This design comes from an exercise in tuning for small area, a short achievable clock period and few clock cycles on the open sky130 flow, not from production work. Function was checked by simulation only, so behaviour that the tests miss may differ from the original. Power figures rest on the tool's default switching activity, not on a simulated workload.

--- design.v ---
module rle (
	clk,
	nreset,
	start,
	message_addr,
	message_size,
	rle_addr,
	rle_size,
	done,
    port_A_data_in,
    port_A_data_out,
    port_A_addr,
    port_A_we
	);
input	clk;
input	nreset;
input	start;
input 	[31:0] message_addr;
input	[31:0] message_size;
input	[31:0] rle_addr;
input   [31:0] port_A_data_out;
output  [31:0] port_A_data_in;
output  [15:0] port_A_addr;
output  port_A_we;
output	[31:0] rle_size;
output	done;  
reg [2:0] STATE;
parameter [2:0] s_finish = 0,
				s_read = 1,
				s_compress = 2,
				s_write = 3,
				s_idle = 4,
				s_fetch = 5,
				s_flush = 6;
reg [15:0] read_offset;  
reg [15:0] write_offset;  
reg [31:0] to_ram;   
reg [7:0] current_total;  
reg [7:0] current_value;  
reg first;  
reg empty;  
reg last;  
reg flushed;  
reg [1:0] read_count;  
reg [31:0] byte_count;  
reg delay;  
reg [7:0] curr_char;  
reg [7:0] char3, char2, char1, char0;  
reg [31:0] rle_size;  
reg which;  
reg done;
assign port_A_we = (STATE==s_write)?1:0;  
assign port_A_addr = (STATE==s_write)?(rle_addr[15:0] + write_offset):(message_addr[15:0] + read_offset);  
assign port_A_data_in = to_ram;  
always @ (posedge clk)
begin
	if(!nreset)
		begin
			STATE <= s_idle;
			read_offset <= 0;
			write_offset <= 0;
			done <= 0;
		end
	else if(start)
		begin
			STATE <= s_fetch;
			read_offset <= 0;
			write_offset <= 0;
			first <= 1;
			current_value <= 0;
			current_total <= 0;
			empty <= 0;
			last <= 0;
			flushed <= 0;
			to_ram <= 0;
			read_count <= 0;
			byte_count <= 0;
			rle_size <= 0;
			delay <= 0;
			curr_char <= 0;
			{char3, char2, char1, char0} <= 0;
			which <= 0;
			done <= 0;
		end
	else
		begin
			case(STATE)
				s_fetch:
					begin
						STATE <= s_read;
					end
				s_read:
					begin
						read_offset <= read_offset + 4;
						{char3, char2, char1, char0} <= port_A_data_out;
						empty <= 0;
						read_count <= 0;
						STATE <= s_compress;
					end
				s_compress:
					begin
						if(first)
							begin
								current_value <= char0;
								current_total <= 1;
								read_count <= 1;
								byte_count <= 1;
								first <= 0;
								if(message_size == 1)
									begin
										last <= 1;
										STATE <= s_flush;
									end
							end
						else
							begin
								if(!delay)
									begin
										delay <= 1;
										case(read_count)
											0: curr_char <= char0;
											1: curr_char <= char1;
											2: curr_char <= char2;
											3: curr_char <= char3;
										endcase
									end
								else
									begin
										delay <= 0;
										byte_count <= byte_count + 1;
										read_count <= read_count + 1;
										if((curr_char == current_value) & (current_total != 8'hff))
											begin
												current_total <= current_total + 1;
											end
										else
											begin
												current_value <= curr_char;
												current_total <= 1;
												if(!which)
													begin
														to_ram[15:0] <= {current_value, current_total};
														which <= 1;
													end
												else
													begin
														to_ram[31:16] <= {current_value, current_total};
														STATE <= s_write;
													end
												rle_size <= rle_size + 2;
											end
										if(byte_count + 1 == message_size)
											begin
												last <= 1;
												if(!((curr_char != current_value) | (current_total == 8'hff)) | !which)
													STATE <= s_flush;
											end
										else if(read_count == 3)
											begin
												empty <= 1;
												if(!((curr_char != current_value) | (current_total == 8'hff)) | !which)
													STATE <= s_read;
											end
									end
							end
					end
				s_flush:
					begin
						if(!which)
							to_ram[15:0] <= {current_value, current_total};
						else
							to_ram[31:16] <= {current_value, current_total};
						rle_size <= rle_size + 2;
						flushed <= 1;
						STATE <= s_write;
					end
				s_write:
					begin
						write_offset <= write_offset + 4;
						to_ram <= 0;
						which <= 0;
						if(flushed)
							STATE <= s_finish;
						else if(last)
							STATE <= s_flush;
						else if(empty)
							STATE <= s_read;
						else
							STATE <= s_compress;
					end
				s_finish:
					begin
						done <= 1;
					end
				default:
					begin
					end
			endcase
		end
end
endmodule
--- constraint.sdc ---
create_clock -name core_clock -period 6.0 [get_ports {clk}]
set_input_delay 1.2000 -clock core_clock [delete_from_list [all_inputs] [get_ports {clk}]]
set_output_delay 1.2000 -clock core_clock [all_outputs]
set_load 0.01 [all_outputs]
--- run.sh ---
#!/bin/bash
# synth_recipe.tcl (not shown) runs the flow's synth.tcl, then flattens the netlist and writes it again
# the make line also repeats each setting of config.mk as NAME=value (left out here)
make -C /OpenROAD-flow-scripts/flow DESIGN_CONFIG=/design/flow/config.mk WORK_HOME=/design/flow/orfs CLKGATE_MAP_FILE= SYNTH_SCRIPT=/design/flow/synth_recipe.tcl finish
--- config.mk ---
export PLATFORM = sky130hd
export DESIGN_NAME = rle
export DESIGN_NICKNAME = rle
export VERILOG_FILES = /design/flow/design.v
export SDC_FILE = /design/flow/constraint.sdc
export NUM_CORES = 4
export LEC_CHECK = 0
export CAP_MARGIN = 20
export CORE_MARGIN = 2
export CORE_UTILIZATION = 40
export SLEW_MARGIN = 20
==> results.txt <==
Finish-stage setup viols 0; Synth area leaders edfxtp_1 (42%), nor2_1 (6.2%), dfxtp_1 (5.6%), xnor2_1 (5.5%), xor2_1 (5.0%); RSZ-0062 raised after global routing false; synthesized cell area between 10000 and 15000 sq um; hold_sp write_offset[12]; DP Area 13500 sq um; ys flop type edfxtp_1; CTS buffer count 17; Slew @ Worst Pin 1.04 ns; HPWL Detailed a little over 20000 um; Crit Path Category primary input to output port; max-cap check violation count 0; die area 29700 sq um; PortBufs 179; Flop pwr share 52.0%; Final nets 1459; Reg2Reg Setup Slack 2.37 ns; CP Data Required Time 4.80 ns; clock latency on the worst-skew pair 0.43 ns; number of diodes 0; initial antenna violation count 0; DRC viols 0; status finished clean; r2r worst-path depth 8; VDD IR max 0.149 mV; CTS tree yes; Ports 213; setup bufs post-CTS 0; clock group share of total power 36.1%; P&R area growth vs syn 23.7%; Post-synth EDFFs around 160; Yosys reg bits 191; CTS resizes 0; Int Pwr 2.22 mW; synthesis warning total 1; Net Sw Power ~750 uW; H-tree Lvls 4; Hold Crit Endpoint write_offset[12]; Pwr Density 212 nW/um^2; fin crit share a little over nine tenths; initial core utilization 40.7%; Yosys top cell area share 42.1%; Async SR Flop Fraction 0%; Total GRT Usage about a fifth; Final Slew Violations 0; drt wl/cell 16.6 um; Arrival @ worst endpoint 4.47 ns; Max clock buf depth 2; Hold Path Stages 2; via/cell ratio 5.19; cts hold-fix bufs 0; Min-Delay Path Class flop to flop; first-pass GRT wire length 44300 um; Gate power share 11.8%; routability cong. 0.908; share of cells above drive strength 1 4.22%; Avg Cell Area, Syn 10.0 sq um; Setup crit start kind primary input; FMAX 0.176 GHz; Die H 172 um; DRT Wirelength ~28000 um; count of cell types in the netlist 69; Die Wd about 170 um; Antenna Nets Post-Route 0; Core Region roughly 28000 sq um; sequential share of the synthesized area between 40% and 50%; Setup crit end kind output port; largest net degree at the start of global routing between 50 and 60; via count about 8700; DRT Pass-1 Iters 5; final hold vios 0; largest family of logic cells by synthesized area simple AND/OR/NAND/NOR gates; clock sinks 191; fillers 2584; DR iter-0 viols approximately 620; Clk pin slew, worst setup/hold paths 0.08 ns; XOR/XNOR Fraction of Synth Area 11.7%; slew margin rel. 30.6%; clk_skew between 0.01 and 0.015 ns; number of global-route vias before repair 8152; synthesized net count approximately 1300; setup tns final 0 ns; Core Rows between 60 and 70; largest area contributor in the synthesized netlist edfxtp_1; Synth Area in Simple Gates 20.5%; R2R Path Start byte_count[8]; Compound-Gate Fraction of Synth Area under 10%; worst-path fanout max 2; Gate Count Post-Synth 1134; reg2reg end last; mux cell area share after synthesis 4.23%; minimum clock period approximately 5.7 ns; Adder-Cell Fraction of Synth Area under 10%; post-route cell area 14000 sq um; Clock Tree Root clkbuf_16; GRT overflow 0; LEAKAGE 5.03 nW; Sw Share 25.3%
## worst max-delay path: stages
cell and delay [ns]:
clkdlybuf4s50_1 0.46, ha_1 0.34, a211oi_1 0.39, o21ai_0 0.20
a31oi_1 0.25, o21ai_0 0.17, o41ai_1 0.41, o21ai_0 0.19
xnor2_1 0.16, mux2i_1 0.13, clkdlybuf4s50_1 0.56
## power by group through the flow
stage / logic (mW) / clock network [mW] / registers (mW)
final: 0.351 / 1.07 / 1.55
after CTS: 0.355 / 1.11 / 1.55
after detailed placement: 0.354 / 0 / 1.57
after global placement: 0.348 / 0 / 1.57
after floorplan: 0.184 / 0 / 1.56
after global routing: 0.386 / 1.15 / 1.55
## synthesized netlist by cell type (all sizes together), types with 4 or more instances
| master | instances |
|---|---|
| a211oi | 5 |
| a21boi | 5 |
| a21oi | 55 |
| a222oi | 8 |
| a31oi | 5 |
| and2 | 4 |
| and3 | 24 |
| and4 | 7 |
| buf | 18 |
| clkbuf | 31 |
| dfxtp | 32 |
| edfxtp | 159 |
| ha | 35 |
| inv | 33 |
| mux2i | 48 |
| nand2 | 84 |
| nand2b | 5 |
| nand3 | 47 |
| nand4 | 24 |
| nor2 | 188 |
| nor2b | 44 |
| nor3 | 18 |
| nor4 | 14 |
| o21ai | 33 |
| o21bai | 4 |
| o31ai | 6 |
| or3 | 13 |
| or4 | 4 |
| xnor2 | 71 |
| xnor3 | 4 |
| xor2 | 65 |
## per-stage QoR
stage / std cells / util [%] / hold slack [ns] / power [mW] / setup slack, ns
CTS: 1682 / 50.4 / 0.519 / 3.01 / 0.389
global placement: 1649 / 48.3 / 0.490 / 1.92 / 0.441
finish: 1682 / 50.4 / 0.515 / 2.97 / 0.326
floorplan: 1134 / - / 0.469 / 1.75 / 1.70
detailed placement: 1650 / 48.4 / 0.509 / 1.93 / 0.423
global route: 1682 / 50.4 / 0.558 / 3.09 / 0.0309
## layout make-up
class | count | area [sq um] | share of cell area, %
Clock buffer | 18 | 429 | 3.06
Clock inverter | 14 | 110 | 0.785
Inverter | 33 | 124 | 0.883
Multi-Input combinational cell | 861 | 5610 | 40.0
Sequential cell | 191 | 5420 | 38.6
Tap cell | 378 | 473 | 3.37
Timing Repair Buffer | 187 | 1870 | 13.3
## logic make-up (layout without fill, tap and decap cells)
family | count (synthesis) | after routing
flip-flops | 191 | 191
multiplexers | 48 | 48
AND/OR/NAND/NOR | 482 | 482
XOR/XNOR | 142 | 142
buffers and inverters | 82 | 252
adder cells (fa/ha/maj) | 37 | 37
AO/OA/AOI/OAI | 151 | 151
other | 1 | 1
## worst max path at each step
stage	startpoint	end	slack, ns
detailed placement	message_addr[3]	port_A_addr[15]	0.42
floorplan	message_addr[3]	port_A_addr[15]	1.70
CTS	message_addr[3]	port_A_addr[15]	0.39
global placement	message_addr[3]	port_A_addr[15]	0.44
finish	message_addr[3]	port_A_addr[15]	0.33
global route	rle_addr[3]	port_A_addr[15]	0.03
## registers in the layout, indices dropped and copies added (netlist names), 2 cells and up
signal         flops
char3              8
curr_char          8
char0              8
to_ram            32
char2              8
write_offset      14
byte_count        32
read_count         2
STATE              3
rle_size          31
read_offset       14
current_total      8
char1              8
current_value      8
## per-layer routing
metal	GRT usage [%]	routed length (um)
met2	28.6	12000
met5	0	0
met1	28.8	14100
met3	3.34	1500
met4	4.46	327
## cell usage in the layout, fill, tap and decap left out, types with 16 or more instances in the layout
master           instances
xor2_1                  65
and3_1                  23
nand4_1                 24
xnor2_1                 71
clkdlybuf4s50_1        178
a21oi_1                 53
o21ai_0                 31
nand3_1                 45
nor3_1                  16
dfxtp_1                 32
mux2i_1                 48
nor2b_1                 44
ha_1                    35
clkbuf_16               17
edfxtp_1               159
nor2_1                 186
nand2_1                 84
inv_1                   33
Testbench counts, summed over its fixed seeds: cycles 128,309.

-- port drivers added, routing unchanged --
How much do the figures lean on ideal ports? The routed layout below was timed once more, with nothing changed but the port constraints.
Step 1 assumes that a clkbuf_16 drives the clock port and a buf_2 every other input.
Step 2 times the ports against the registers' clock, not the clock port: input delays grow and output delays shrink by t, the midpoint of the rising clock arrivals with the driver on.
Three values: ideal ports, drivers, drivers and shift; two values: the first two.
t, ns: 0.472
slack for setup (ns): 0.326 / 0.302 / 0.302
worst setup path after step 2: input to output
After both steps setup and hold are still met in this run. For this run, drivers alone change the setup slack by -0.024 ns; drivers and shift together by -0.024 ns.
